Context: an optimization exercise on an open-source flow, tuned for small area and a short achievable clock period. The choices shown serve that exercise and are no tape-out recipe. RTL that was checked went through simulation tests only; none was proved equivalent to the original. For run 2, only the layout was checked, not whether the RTL still works.

[flow/run.sh]
#!/bin/bash
# synth_recipe.tcl (not shown) runs the flow's synth.tcl, then flattens the netlist and writes it again
# the make line also repeats each setting of config.mk as NAME=value (left out here)
make -C /OpenROAD-flow-scripts/flow DESIGN_CONFIG=/design/flow/config.mk WORK_HOME=/design/flow/orfs CLKGATE_MAP_FILE= SYNTH_SCRIPT=/design/flow/synth_recipe.tcl finish
[flow/config.mk]
export PLATFORM = sky130hd
export DESIGN_NAME = fir
export DESIGN_NICKNAME = fir
export VERILOG_FILES = /design/flow/design.v
export SDC_FILE = /design/flow/constraint.sdc
export NUM_CORES = 4
export LEC_CHECK = 0
export CAP_MARGIN = 20
export CORE_MARGIN = 2
export CORE_UTILIZATION = 40
export SLEW_MARGIN = 20
[flow/constraint.sdc]
create_clock -name core_clock -period 30.0 [get_ports {clk}]
set_input_delay 6.0000 -clock core_clock [delete_from_list [all_inputs] [get_ports {clk}]]
set_output_delay 6.0000 -clock core_clock [all_outputs]
set_load 0.01 [all_outputs]
[flow/design.v]
module fixed(
input [15:0] data,
output [15:0] fixed
);
wire sign,expo_sign;
wire [3:0] expo_value;
wire [9:0] value;
reg [14:0] fixed_value,v_abs;
assign sign = data[15];
assign expo_sign = data[14];
assign expo_value =data[13:10];
assign value = data[9:0];
always @ (*) begin
  if(data==16'b0) fixed_value<=0;
  else begin
    if(expo_value==0) fixed_value<={4'b0001,value,1'b0};
    else if(expo_sign) 
            fixed_value<={1'b1,value}<<(expo_value-1);
        else 
            fixed_value<={1'b1,value}>>(expo_value-1);
end
end
always @(*)
begin
  if(sign)
  v_abs=(fixed_value^16'hFFFF)+1;
  else v_abs=fixed_value;
end
assign fixed={sign,v_abs};
endmodule
module fir (
input [15:0] signal,
input clk, 
output [15:0] out,
output [15:0] f1,
output [31:0] f2,f3,f4,
output [15:0] fo1
);
parameter signed[15:0] A0 = 16'b1_1111_11111110111; 
parameter signed[15:0] A1 = 16'b1_1111_11111110101; 
parameter signed[15:0] A2 = 16'b1_1111_11111110110; 
parameter signed[15:0] A3 = 16'b0_0000_00000010010;
parameter signed[15:0] A4 = 16'b0_0000_00001011010;
parameter signed[15:0] A5 = 16'b0_0000_00011001101;
parameter signed[15:0] A6 = 16'b0_0000_00101000111;
parameter signed[15:0] A7 = 16'b0_0000_00110010111;
parameter signed[15:0] A8 = 16'b0_0000_00110010111;
parameter signed[15:0] A9 = 16'b0_0000_00101000111;
parameter signed[15:0] A10 = 16'b0_0000_00011001101;
parameter signed[15:0] A11 = 16'b0_0000_00001011010;
parameter signed[15:0] A12 = 16'b0_0000_00000010010;
parameter signed[15:0] A13 = 16'b1_1111_11111110110;
parameter signed[15:0] A14 = 16'b1_1111_11111110101;
parameter signed[15:0] A15 = 16'b1_1111_11111110111;
wire [15:0] fix;
fixed f(.data(signal),.fixed(fix));
reg signed[15:0] d0,d1,d2,d3,d4,d5,d6,d7,d8,d9,d10,d11,d12,d13,d14,d15;
reg signed[31:0] p0,p1,p2,p3,p4,p5,p6,p7,p8,p9,p10,p11,p12,p13,p14,p15;
wire [15:0] o1,o2,o3,o4,o5,o6,o7;
always@(posedge clk)
begin
  d0<=fix;
  d1<=d0;
  d2<=d1;
  d3<=d2;
  d4<=d3;
  d5<=d4;
  d6<=d5;
  d7<=d6;
  d8<=d7;
  d9<=d8;
  d10<=d9;
  d11<=d10;
  d12<=d11;
  d13<=d12;
  d14<=d13;
  d15<=d14;
end
always@(negedge clk)
begin
  p0<=A0*d0;
  p1<=A1*d1;
  p2<=A2*d2;
  p3<=A3*d3;
  p4<=A4*d4;
  p5<=A5*d5;
  p6<=A6*d6;
  p7<=A7*d7;
  p8<=A8*d8;
  p9<=A9*d9;
  p10<=A10*d10;
  p11<=A11*d11;
  p12<=A12*d12;
  p13<=A13*d13;
  p14<=A14*d14;
  p15<=A15*d15;
end
assign o1=p0[26:11]+p1[26:11]+p2[26:11]; 
assign o2=p3[26:11]+p4[26:11]+p5[26:11];
assign o3=p6[26:11]+p7[26:11]+p8[26:11];
assign o4=p9[26:11]+p10[26:11]+p11[26:11];
assign o5=p12[26:11]+p13[26:11]+p14[26:11];
assign o6=o1+o2+o3;
assign o7=o4+o5+p15[26:11];
assign out=o6+o7;
assign f1=d0;
assign f2=p0;
assign f3=p1;
assign f4=p2;
assign fo1=o1;
endmodule
==> results.txt, run 1 <==
# TYPE chip_impl_metric gauge
chip_impl_info{name="outcome",value="timing/DRC/antenna clean"} 1
chip_impl_metric{name="worst-path-max-fanout",unit=""} 9
chip_impl_info{name="cts_tree",value="built"} 1
chip_impl_metric{name="crit_required",unit="ns"} 24.00
chip_impl_metric{name="synthDominantCellAreaShare",unit="%"} 25.0
chip_impl_info{name="clock_tree.root_cell",value="clkbuf_16"} 1
chip_impl_metric{name="number_of_global_route_vias_before_repair",unit=""} 33909
chip_impl_info{name="critPathMostFrequentCell",value="fa_1"} 1
chip_impl_metric{name="die_area",unit="sq mm"} 0.124
chip_impl_info{name="worstHoldPathType",value="reg2reg"} 1
chip_impl_metric{name="report.final.slew_viol_count",unit=""} 0
chip_impl_metric{name="synth_cell_type_count",unit=""} 80
chip_impl_metric{name="detailed_place.area",unit="sq mm"} 0.0518
chip_impl_metric{name="post_cts_hold_buffer_count",unit=""} 0
chip_impl_metric{name="fin_skew",unit="ns"} 0.0517
chip_impl_metric{name="worstMarginPinSlew",unit="ns"} 1.02
chip_impl_metric{name="post-route-cell-area",unit="sq mm"} 0.0547
chip_impl_metric{name="cts.sink_count",unit=""} 484
chip_impl_metric{name="finalSetupTns",unit="ns"} 0
chip_impl_info{name="crit_type",value="reg2out"} 1
chip_impl_metric{name="antenna_found_initial",unit=""} 4
chip_impl_metric{name="highest_cell_delay_on_the_worst_timing_path",unit="ns"} 0.56
chip_impl_metric{name="preCtsSetupSlack",unit="ns"} 0.549
chip_impl_metric{name="path_buf_inv",unit=""} 3
chip_impl_metric{name="netlist_area",unit="sq mm"} 0.0485
chip_impl_info{name="layout.cells.most_common",value="inv_1"} 1
chip_impl_metric{name="placement_rows",unit=""} 127
chip_impl_metric{name="detail_placement_hpwl",unit="mm"} 95.5
chip_impl_metric{name="last_weighted_congestion_value_of_the_routability_driven_placer",unit=""} 0.888
chip_impl_metric{name="drt_drc_violations_left",unit=""} 0
chip_impl_info{name="cp-start-kind",value="flop"} 1
chip_impl_metric{name="number_of_standard_cells_in_the_final_layout_excluding_fillers",unit=""} 6915
chip_impl_metric{name="antenna_violating_nets_post_route",unit=""} 0
chip_impl_metric{name="congestion_overflow_gr",unit=""} 0
chip_impl_metric{name="numPortBuffers",unit=""} 159
chip_impl_metric{name="place.detailed.instances",unit=""} 6580
chip_impl_metric{name="fraction_of_the_yosys_area_taken_by_sequential_cells",unit="%"} 20.0
chip_impl_metric{name="synth_edf_count",unit=""} 0
chip_impl_metric{name="slew_headroom",unit="%"} 31.6
chip_impl_metric{name="clkTransAtPathRegs",unit="ns"} 0.06
chip_impl_metric{name="numCtsBuffers",unit=""} 57
chip_impl_info{name="yosysTopAreaCell",value="ha_1"} 1
chip_impl_metric{name="drt-vias-per-instance",unit=""} 4.74
chip_impl_info{name="synth_top_cells_by_area",value="ha_1 (25%), fa_1 (24%), dfxtp_1 (20%)"} 1
chip_impl_metric{name="yosys_register_bits",unit=""} 484
chip_impl_metric{name="die_height",unit="um"} 352
chip_impl_metric{name="area_growth_syn_to_layout",unit="%"} 12.8
chip_impl_metric{name="synth.yosys.warnings",unit=""} 2
chip_impl_metric{name="postSynth.asyncResetShare",unit="%"} 0
chip_impl_metric{name="drv.max_cap_violation_count",unit=""} 0
chip_impl_metric{name="critical_path_arrival",unit="ns"} 23.64
chip_impl_metric{name="setup_slack_after_layout",unit="ns"} 0.359
chip_impl_metric{name="placeableCoreArea",unit="sq mm"} 0.120
chip_impl_metric{name="largest_net_degree_at_the_start_of_global_routing",unit=""} 33
chip_impl_metric{name="routed-via-count",unit=""} 32763
chip_impl_metric{name="floorplan.io_pins",unit=""} 161
chip_impl_metric{name="grtUsageTotal",unit="%"} 18.7
chip_impl_metric{name="clock_insertion_delay_worst_skew",unit="ns"} 0.68
chip_impl_metric{name="routed_length_per_placed_instance",unit="um"} 16.3
chip_impl_metric{name="setup_viol",unit=""} 0
chip_impl_metric{name="cts.repair_timing.setup_buffer_count",unit=""} 0
chip_impl_info{name="yosys_most_used_dff",value="dfxtp_1"} 1
chip_impl_metric{name="finalNetCount",unit=""} 6823
chip_impl_metric{name="timing_hold_violations_final",unit=""} 0
chip_impl_metric{name="synthesized_netlist_net_count",unit=""} 6432
chip_impl_metric{name="count_of_h_tree_levels_built_during_cts",unit=""} 2
chip_impl_metric{name="drt_iter0_markers",unit=""} 1408
chip_impl_info{name="worst_setup_path_end_kind",value="output port"} 1
chip_impl_info{name="most-common-layout-cells",value="inv_1 (1459), ha_1 (967), fa_1 (584)"} 1
chip_impl_metric{name="synth_cells",unit=""} 4863
chip_impl_metric{name="final_layout_size_suffix_gt1_share",unit="%"} 3.32
chip_impl_metric{name="syn-mean-instance-area",unit="sq um"} 9.98
chip_impl_metric{name="first_pass_detailed_route_iteration_total",unit=""} 5
chip_impl_info{name="worst_path_dominant_cell_family",value="adder cells"} 1
chip_impl_metric{name="start_util",unit="%"} 40.4
chip_impl_metric{name="num_antenna_cells",unit=""} 0
chip_impl_info{name="cpMaxStageDelayCell",value="or4_1"} 1
chip_impl_metric{name="route.final.wire_length",unit="mm"} 113
chip_impl_metric{name="chipWidth",unit="um"} 352
chip_impl_metric{name="first_pass_grt_wire_length",unit="mm"} 184
chip_impl_metric{name="clockBufferDepth",unit=""} 3
-- sequential cells by signal, summed over array words and instances (netlist names), 16 cells and up --
name	cells
p0	21
d9	16
p1	21
d2	16
d5	16
d8	16
d7	16
d3	16
p2	20
d10	16
d1	16
d14	16
d4	16
d13	16
d11	16
d0	16
d12	16
d6	16
d15	16
-- synthesized netlist by cell type (all sizes together), types with 9 or more instances --
cell / count
inv: 1233
and2: 29
a21boi: 12
mux2i: 18
o41ai: 9
fa: 584
or2: 12
a21oi: 135
nor2b: 29
a21o: 50
clkbuf: 18
or3: 20
nor4: 9
nor2: 192
o31ai: 13
nor3: 64
o211ai: 16
ha: 968
buf: 45
o31a: 9
nand4: 19
dfxtp: 484
o21ai: 120
and3: 14
mux2: 26
xnor2: 240
o21a: 47
a31oi: 29
nand3: 59
o2111ai: 10
xor2: 80
nand2b: 27
o21bai: 19
a211oi: 17
nand2: 109
-- cell families after synthesis --
| logic type | Yosys count | share of synthesized area [%] |
|---|---|---|
| other | 1 | 0.00773 |
| XOR/XNOR | 320 | 5.81 |
| AO/OA/AOI/OAI | 550 | 7.43 |
| multiplexers | 50 | 1.25 |
| AND/OR/NAND/NOR | 609 | 6.12 |
| flip-flops | 484 | 20.0 |
| buffers and inverters | 1297 | 10.3 |
| adder cells (fa/ha/maj) | 1552 | 49.1 |
-- path summary, 6_finish.rpt --
check	start	to	slack (ns)	depth (start not counted)
hold reg to reg	d12[1]	d13[1]	0.36	0
setup / recovery	p0[12]	out[14]	0.36	29
hold / removal	d12[1]	d13[1]	0.36	0
setup reg to reg	d8[2]	p8[25]	9.34	17
-- routing by layer --
layer	up-vias	GRT usage [%]	wire [um]
li1	16305	-	-
met1	15832	25.9	53200
met2	500	30.6	51200
met3	126	3.12	5730
met4	0	4.21	2540
met5	-	0	0
-- per-stage QoR --
step	hold slack [ns]	util [%]
final	0.364	45.6
after floorplan	0.331	-
after CTS	0.373	45.5
after global routing	0.377	45.6
after detailed placement	0.365	43.1
after global placement	0.365	43.1
-- timing repair --
item	CTS	global route
gates resized for setup	4	18
setup endpoints to repair	3	5
pin swaps	1	5
-- final cells by class --
| type | instances | area [sq um] |
|---|---|---|
| Clock buffer | 66 | 1510 |
| Clock inverter | 270 | 1340 |
| Fill cell | 11510 | 65400 |
| Inverter | 1233 | 4630 |
| Multi-Input combinational cell | 3082 | 33900 |
| Sequential cell | 484 | 9690 |
| Tap cell | 1612 | 2020 |
| Timing Repair Buffer | 168 | 1660 |
==> inputs of run 2 (changes only) <==
==> flow/design.v (replaced) <==
module fixed(
input [15:0] data,
output [15:0] fixed
);
wire sign = data[15];
wire expo_sign = data[14];
wire [3:0] expo_value = data[13:10];
wire [9:0] value = data[9:0];
reg [14:0] fixed_value;
always @(*) begin
  if (data == 16'b0) fixed_value = 15'b0;
  else if (expo_value == 4'd0) fixed_value = {4'b0001, value, 1'b0};
  else if (expo_sign) fixed_value = {4'b0000, 1'b1, value} << (expo_value - 4'd1);
  else fixed_value = {4'b0000, 1'b1, value} >> (expo_value - 4'd1);
end
wire [14:0] mag = sign ? (~fixed_value + 15'd1) : fixed_value;
assign fixed = {sign, mag};
endmodule
module fir (
input [15:0] signal,
input clk,
output [15:0] out,
output [15:0] f1,
output [31:0] f2,f3,f4,
output [15:0] fo1
);
wire [15:0] fix;
fixed f(.data(signal),.fixed(fix));
reg signed [15:0] x;
always @(posedge clk) x <= fix;
wire signed [18:0] x19 = x;
wire signed [19:0] x20 = x;
wire signed [18:0] p5   = (x19 <<< 2) + x19;
wire signed [19:0] p9   = (x20 <<< 3) + x20;
wire signed [19:0] p11  = p9 + (x20 <<< 1);
wire signed [21:0] p45  = (p5 <<< 3) + p5;
wire signed [23:0] p205 = p45 + (p5 <<< 5);
wire signed [24:0] p407 = (p45 <<< 3) + p45 + (x20 <<< 1);
wire signed [24:0] p327 = p407 - (p5 <<< 4);
wire signed [19:0] n9   = -p9;
wire signed [19:0] n11  = -p11;
wire signed [18:0] n5   = -p5;
wire signed [8:0]  t9   = n9[19:11];      
wire signed [8:0]  t11  = n11[19:11];     
wire signed [8:0]  t10  = n5[18:10];      
wire signed [9:0]  t18  = p9[19:10];      
wire signed [11:0] t90  = p45[21:10];     
wire signed [12:0] t205 = p205[23:11];    
wire signed [13:0] t327 = p327[24:11];    
wire signed [13:0] t407 = p407[24:11];    
reg signed [8:0]  s15;
reg signed [9:0]  s14;
reg signed [9:0]  s13;
reg signed [10:0] s12;
reg signed [12:0] s11;
reg signed [13:0] s10;
reg signed [14:0] s9;
reg signed [15:0] s8, s7, s6, s5, s4, s3, s2, s1;
reg signed [9:0]  u;
reg signed [19:0] r3;
reg signed [19:0] d10, r4;
always @(posedge clk) begin
  s15 <= t9;
  s14 <= t11  + s15;
  s13 <= t10  + s14;
  s12 <= t18  + s13;
  s11 <= t90  + s12;
  s10 <= t205 + s11;
  s9  <= t327 + s10;
  s8  <= t407 + s9;
  s7  <= t407 + s8;
  s6  <= t327 + s7;
  s5  <= t205 + s6;
  s4  <= t90  + s5;
  s3  <= t18  + s4;
  s2  <= t10  + s3;
  s1  <= t11  + s2;
  u   <= t11 + $signed(d10[19:11]);
  r3  <= n11;
  d10 <= {n5, 1'b0};
  r4  <= d10;
end
wire signed [15:0] t0 = t9;
assign out = t0 + s1;
assign fo1 = t0 + u;
assign f1 = x;
assign f2 = {{12{n9[19]}}, n9};
assign f3 = {{12{r3[19]}}, r3};
assign f4 = {{12{r4[19]}}, r4};
endmodule
==> results.txt, run 2 <==
# TYPE chip_impl_metric gauge
chip_impl_metric{name="synth_cells",unit=""} 2454
chip_impl_info{name="top_signal_layer_used",value="met4"} 1
chip_impl_metric{name="clock_insertion_delay_worst_skew",unit="ns"} 0.56
chip_impl_metric{name="numPortBuffers",unit=""} 159
chip_impl_metric{name="routed_length_per_placed_instance",unit="um"} 15.9
chip_impl_metric{name="maxClockFrequency",unit="GHz"} 0.0746
chip_impl_info{name="most-common-layout-cells",value="ha_1 (336), xnor2_1 (309), dfxtp_1 (293)"} 1
chip_impl_info{name="critPathMostFrequentCell",value="a21oi_1"} 1
chip_impl_metric{name="placeableCoreArea",unit="sq mm"} 0.0551
chip_impl_metric{name="min_cycle_time_layout",unit="ns"} 13.40
chip_impl_metric{name="yosys_register_bits",unit=""} 293
chip_impl_metric{name="die_height",unit="um"} 240
chip_impl_metric{name="cts.sink_count",unit=""} 293
chip_impl_metric{name="area_growth_syn_to_layout",unit="%"} 14.9
chip_impl_metric{name="first_pass_detailed_route_iteration_total",unit=""} 5
chip_impl_metric{name="report.final.slew_viol_count",unit=""} 0
chip_impl_metric{name="cts.repair_timing.setup_buffer_count",unit=""} 0
chip_impl_metric{name="synthDominantCellAreaShare",unit="%"} 26.3
chip_impl_info{name="regMostFlops",value="r3"} 1
chip_impl_metric{name="start_util",unit="%"} 40.5
chip_impl_info{name="clock_tree.root_cell",value="clkbuf_16"} 1
chip_impl_metric{name="first_pass_grt_wire_length",unit="mm"} 87.5
chip_impl_info{name="setup_repair_after_global_routing_missed_its_margin",value="false"} 1
chip_impl_metric{name="clkTransAtPathRegs",unit="ns"} 0.06
chip_impl_info{name="outcome",value="timing/DRC/antenna clean"} 1
chip_impl_metric{name="synthesized_netlist_net_count",unit=""} 2846
chip_impl_metric{name="drt-vias-per-instance",unit=""} 5.08
chip_impl_metric{name="worst-path-max-fanout",unit=""} 14
chip_impl_metric{name="fraction_of_the_yosys_area_taken_by_sequential_cells",unit="%"} 26.3
chip_impl_metric{name="route.final.wire_length",unit="mm"} 53.3
chip_impl_metric{name="fill_cells",unit=""} 5269
chip_impl_metric{name="largest_net_degree_at_the_start_of_global_routing",unit=""} 33
chip_impl_metric{name="setup_viol",unit=""} 0
chip_impl_info{name="synth.top_cells.by_count",value="ha_1 (336), xnor2_1 (311), dfxtp_1 (293)"} 1
chip_impl_metric{name="wl_met1",unit="mm"} 24.9
chip_impl_metric{name="crit_required",unit="ns"} 24.00
chip_impl_metric{name="seqCellArea",unit="sq mm"} 0.00587
chip_impl_metric{name="finalSetupTns",unit="ns"} 0
chip_impl_metric{name="setup_slack_after_layout",unit="ns"} 16.60
chip_impl_metric{name="fin_skew",unit="ns"} 0.0304
chip_impl_metric{name="last_weighted_congestion_value_of_the_routability_driven_placer",unit=""} 0.867
chip_impl_metric{name="netlist_area",unit="sq mm"} 0.0223
chip_impl_metric{name="post_cts_hold_buffer_count",unit=""} 0
chip_impl_metric{name="fin_crit_sh",unit="%"} 44.7
chip_impl_metric{name="drv.max_cap_violation_count",unit=""} 0
chip_impl_metric{name="chipWidth",unit="um"} 240
chip_impl_metric{name="drt_drc_violations_left",unit=""} 0
chip_impl_metric{name="antenna_violating_nets_post_route",unit=""} 0
chip_impl_info{name="cts_tree",value="built"} 1
chip_impl_metric{name="post_cts_resize_count",unit=""} 0
chip_impl_metric{name="placement_rows",unit=""} 86
chip_impl_info{name="reg.largest.list",value="r3: 20 flops, r4: 19 flops, d10: 18 flops"} 1
chip_impl_info{name="layout.cells.most_common",value="ha_1"} 1
chip_impl_metric{name="count_of_h_tree_levels_built_during_cts",unit=""} 2
chip_impl_info{name="cpMaxStageDelayCell",value="xnor2_1"} 1
chip_impl_metric{name="timing.hold.ws",unit="ns"} 0.325
chip_impl_metric{name="largest_register_ffs",unit=""} 20
chip_impl_metric{name="syn-mean-instance-area",unit="sq um"} 9.09
chip_impl_metric{name="num_antenna_cells",unit=""} 0
chip_impl_metric{name="slew_headroom",unit="%"} 35.7
chip_impl_metric{name="die_area",unit="sq mm"} 0.0577
chip_impl_info{name="worstHoldPathType",value="reg2reg"} 1
chip_impl_info{name="yosys.cell_count.top_type",value="ha_1"} 1
chip_impl_metric{name="timing_hold_violations_final",unit=""} 0
chip_impl_metric{name="worstMarginPinSlew",unit="ns"} 0.964
chip_impl_metric{name="routed-wl-met2",unit="mm"} 25.5
chip_impl_info{name="yosys_most_used_dff",value="dfxtp_1"} 1
chip_impl_metric{name="postSynth.asyncResetShare",unit="%"} 0
chip_impl_info{name="cp-start-kind",value="flop"} 1
chip_impl_metric{name="antenna_found_initial",unit=""} 1
chip_impl_metric{name="clockBufferDepth",unit=""} 3
chip_impl_metric{name="drt_iter0_markers",unit=""} 834
chip_impl_metric{name="synth_cell_type_count",unit=""} 85
chip_impl_info{name="crit_type",value="reg2out"} 1
chip_impl_metric{name="number_of_global_route_vias_before_repair",unit=""} 17470
chip_impl_metric{name="met3_length",unit="mm"} 1.90
chip_impl_info{name="worst_setup_path_end_kind",value="output port"} 1
chip_impl_metric{name="routed-via-count",unit=""} 17058
chip_impl_metric{name="floorplan.io_pins",unit=""} 161
chip_impl_metric{name="grtUsageTotal",unit="%"} 18.8
chip_impl_metric{name="rrSetupSlack",unit="ns"} 18.75
chip_impl_metric{name="final_util",unit="%"} 46.5
chip_impl_metric{name="final_layout_size_suffix_gt1_share",unit="%"} 5.06
chip_impl_metric{name="multi_input_combinational_cell_area",unit="sq mm"} 0.0151
chip_impl_info{name="yosysTopAreaCell",value="dfxtp_1"} 1
chip_impl_metric{name="highest_cell_delay_on_the_worst_timing_path",unit="ns"} 0.58
chip_impl_metric{name="numCtsBuffers",unit=""} 34
chip_impl_info{name="synth_top_cells_by_area",value="dfxtp_1 (26%), ha_1 (19%), xnor2_1 (12%)"} 1
chip_impl_metric{name="finalNetCount",unit=""} 2978
chip_impl_metric{name="detail_placement_hpwl",unit="mm"} 42.0
chip_impl_metric{name="synth_edf_count",unit=""} 0
chip_impl_metric{name="synth.yosys.warnings",unit=""} 2
chip_impl_metric{name="critical_path_arrival",unit="ns"} 7.40
chip_impl_metric{name="preCtsSetupSlack",unit="ns"} 17.16
chip_impl_metric{name="congestion_overflow_gr",unit=""} 0
-- run 2: changes by cell type in the layout (fill, tap and decap cells not counted), moves of 37 or more --
| cell | previous run | this run |
|---|---|---|
| nor2_1 | 191 | 135 |
| xnor2_1 | 238 | 309 |
| dfxtp_1 | 484 | 293 |
| inv_1 | 1459 | 222 |
| fa_1 | 584 | 39 |
| ha_1 | 967 | 336 |
| a21oi_1 | 134 | 235 |
| o21ai_0 | 113 | 76 |
| o21bai_1 | 19 | 125 |
-- run 2: worst paths after layout --
| kind | start | endpoint | depth (start not counted) |
|---|---|---|---|
| setup / recovery | x[0] | out[15] | 29 |
| hold / removal | d10[6] | r4[6] | 0 |
| setup reg to reg | x[0] | s6[15] | 41 |
| hold reg to reg | d10[6] | r4[6] | 0 |
-- run 2: stage by stage --
step | std cells | area [sq um]
floorplan | 2454 | 22300
global placement | 3298 | 24500
detailed placement | 3298 | 24500
CTS | 3355 | 25600
global route | 3355 | 25600
finish | 3355 | 25600
-- run 2: cell type report --
cell class	count	share of cell area, %
inverter	230	3.37
clock inverter	14	0.786
clock buffer	43	3.57
multi-input combinational	1849	59.0
tap	748	3.65
timing repair buffer	178	6.77
sequential	293	22.9
-- run 2: worst max-delay path, delay by kind of cell, from the launching register on --
kind	cells	cell delay, ns
AOI/OAI and AO/OA	19	3.39
xor gates and xnor gates	3	0.99
adders and majority gates	3	1.11
buffers and inverters	1	0.48
DFF	1	0.50
and+or+nand+nor	3	0.38
-- run 2: kinds of logic after synthesis --
kind of cell             after synthesis  share of synthesized area, %
adder cells (fa/ha/maj)              399                          23.5
other                                  1                        0.0168
XOR/XNOR                             386                          15.5
AND/OR/NAND/NOR                      400                          8.64
buffers and inverters                312                          6.05
AO/OA/AOI/OAI                        637                          18.6
multiplexers                          26                          1.44
flip-flops                           293                          26.3
-- run 2: metal layers --
layer  vias up  GRT usage (%)
li1       8764              -
met1      7958           24.4
met2       273           33.0
met3        63           2.41
met4         0           4.35
met5         -              0

re-timing with driven ports:
Ports are ideal in the flow. The routed layout listed here was re-timed in OpenROAD.
Step 1 sets driving cells, clkbuf_16 on the clock port and buf_2 on the other inputs (assumed; they add their load-dependent delay and slew).
Step 2, shift: input delay + t, output delay - t, t = (earliest + latest rising clock arrival at the registers) / 2. This alone moves slack from input paths to output paths.
Three values: ideal, step 1, step 2; two values: the first two.
run: run 2
t (ns): 0.595
setup slack, ns: 16.599 / 16.542 / 17.136
worst slew at a driven data input, ns: 0.03
cell pins on the clock port's net: 1
After both steps run 2 still meets setup and hold. The setup slack of run 2 moves by -0.057 ns with the drivers and by +0.537 ns with both steps.
